Background: an optimization exercise with open tools, aiming at small area and few clock cycles. Do not read the settings as production practice. Only simulation tests tie the RTL to the original design; equivalence was not proved. No activity file was given, so power comes from the tool's default toggle rates.

Design datapath, start of the top module:
module datapath(
    input clk,
    input rst,
    output [9:0] imem_addr,
    input [31:0] imem_rdata,
    output [9:0] dmem_addr,
    output [31:0] dmem_wdata,
    output dmem_we,
    input [31:0] dmem_rdata,
    output done
);
For scale: roughly 8000 cells after synthesis, ~2100 flip-flops, roughly 120 I/O pins, ~89000 µm² of cells after synthesis.
export LEC_CHECK = 0
export CAP_MARGIN = 25
export CORE_MARGIN = 2
export CORE_UTILIZATION = 58
export CTS_BUF_LIST = sky130_fd_sc_hd__clkbuf_8
export CTS_CLUSTER_DIAMETER = 60
export CTS_CLUSTER_SIZE = 14
export GPL_TIMING_DRIVEN = 0
export PLACE_DENSITY = 0.63
export SLEW_MARGIN = 25
export SYNTH_HIERARCHICAL = 1
export SYNTH_MINIMUM_KEEP_SIZE = 0
create_clock -name core_clock -period 25.0 [get_ports {clk}]
standard.sh (not shown) runs the stock make flow with config.mk's settings and CLKGATE_MAP_FILE= SYNTH_SCRIPT=/design/flow/synth_recipe.tcl, a recipe that flattens the netlist after the stock synthesis.
==> flow/flow/run.sh <==
#!/bin/bash
set -euo pipefail
here=$(pwd)
export BUFFER_PORTS_ARGS="-buffer_cell sky130_fd_sc_hd__buf_1"
cat > config_du.mk <<C
include $here/config.mk
export DONT_USE_CELLS += sky130_fd_sc_hd__buf_8 sky130_fd_sc_hd__buf_12 sky130_fd_sc_hd__buf_16 sky130_fd_sc_hd__bufbuf_8 sky130_fd_sc_hd__bufbuf_16 sky130_fd_sc_hd__clkbuf_16
C
sed -E 's/(CAP|SLEW)_MARGIN=[0-9.]+/\1_MARGIN=0/g' standard.sh > standard_m0.sh
sed -E "s#DESIGN_CONFIG=[^ ]+#DESIGN_CONFIG=$here/config_du.mk#" standard_m0.sh > standard_m0_du.sh
sed -E "s#DESIGN_CONFIG=[^ ]+#DESIGN_CONFIG=$here/config_du.mk#" standard.sh > standard_du.sh
bash standard_m0.sh synth > flow_synth.log 2>&1
bash standard_m0_du.sh cts > flow_to_cts.log 2>&1
bash standard_du.sh > flow_finish.log 2>&1
Testbench counts at the start, summed over its fixed seeds: cycles 77,903.
Next try:
==> flow/flow/run.sh (replaced) <==
#!/bin/bash
set -euo pipefail
export BUFFER_PORTS_ARGS="-buffer_cell sky130_fd_sc_hd__buf_1"
sed -E 's/(CAP|SLEW)_MARGIN=[0-9.]+/\1_MARGIN=0/g' standard.sh > standard_m0.sh
bash standard_m0.sh synth > flow_synth.log 2>&1
export DONT_USE_CELLS="sky130_fd_sc_hd__buf_8 sky130_fd_sc_hd__buf_12 sky130_fd_sc_hd__buf_16 sky130_fd_sc_hd__bufbuf_8 sky130_fd_sc_hd__bufbuf_16 sky130_fd_sc_hd__clkbuf_16"
bash standard_m0.sh cts > flow_to_cts.log 2>&1
bash standard.sh > flow_finish.log 2>&1
- CTS_CLUSTER_DIAMETER: 60 -> 70
- CTS_CLUSTER_SIZE: 14 -> 16
=>
- The changed run completed without violations
- final area climbs by about 0.9%
- hold slack is about the same
- critical path depth stays the same
- via count hardly moves
- total power drops by about 1.8%
- worst setup slack gets worse by 0.13 ns
- maximum frequency drops by 0.59%
- cell count stays flat

== exp/delta ==
Another version of the RTL of datapath (not shown whole).
Size in the first run: ~2100 flip-flops, ~89000 sq um of cells after synthesis.
Settings: LEC_CHECK=0, CAP_MARGIN=10, CORE_MARGIN=2, CORE_UTILIZATION=58, CTS_BUF_LIST=sky130_fd_sc_hd__clkbuf_8, CTS_CLUSTER_DIAMETER=50, CTS_CLUSTER_SIZE=14, GPL_TIMING_DRIVEN=0, PLACE_DENSITY=0.63, SLEW_MARGIN=10, SYNTH_HIERARCHICAL=1, SYNTH_MINIMUM_KEEP_SIZE=0; clock period 25.0 ns.
run.sh (not shown) runs the stock make flow with config.mk's settings and CLKGATE_MAP_FILE= SYNTH_SCRIPT=/design/flow/synth_recipe.tcl, a recipe that flattens the netlist after the stock synthesis.
Stock flow here: none of the scripts above is used.
exp/delta finished every stage; the final checks, however, were not passed, the failures being capacitance limit, slew limit.
Testbench counts of exp/delta, summed over its fixed seeds: cycles 77,903.
### exp/delta -> exp/yarrow
- a change of CAP_MARGIN from 10 to 5
- a change of SLEW_MARGIN from 10 to 5
==> comparison <==
exp/delta finished all stages; however, its layout fails the closing checks, the failures being capacitance limit, slew limit.
STATUS run=exp/yarrow STAGES=ALL_DONE FINAL_CHECKS=FAILED CAUSE=capacitance limit, slew limit
exp/yarrow vs exp/delta: via count of the first global-routing pass down slightly
Between exp/delta and exp/yarrow, the flow reports first-pass GRT wire length decreasing slightly.
Re share of total power in the clock network: exp/delta was higher than exp/yarrow.
From exp/delta to exp/yarrow the numbers moved as follows: number of cell instances on the worst register-to-register path fell by 4; via count stayed essentially flat; placed instance area fell by 2.0%; sequential share of layout area rose by 0.63 points.

==> separate check: timing with driven ports <==
How much do the figures lean on ideal ports? The routed layouts below were timed once more, with nothing changed but the port constraints.
Step 1 sets driving cells, clkbuf_16 on the clock port and buf_2 on the other inputs (assumed; they add their load-dependent delay and slew).
Step 2 moves the port delays by t, midway between the first and last clock arrival at a register: inputs arrive t later, outputs are due t later. That takes back most of the time a late clock gives input paths.
Three values: ideal, step 1, step 2; two values: the first two.
run | t (ns) | setup WS [ns] | worst setup path at the end
the first run of note 1 | 1.057 | 2.654 / 2.654 / 2.654 | register to register
the second run of note 1 | 1.029 | 2.523 / 2.523 / 2.523 | register to register
exp/delta | 1.094 | 4.403 / 4.403 / 4.403 | register to register
exp/yarrow | 1.055 | 3.849 / 3.849 / 3.849 | register to register
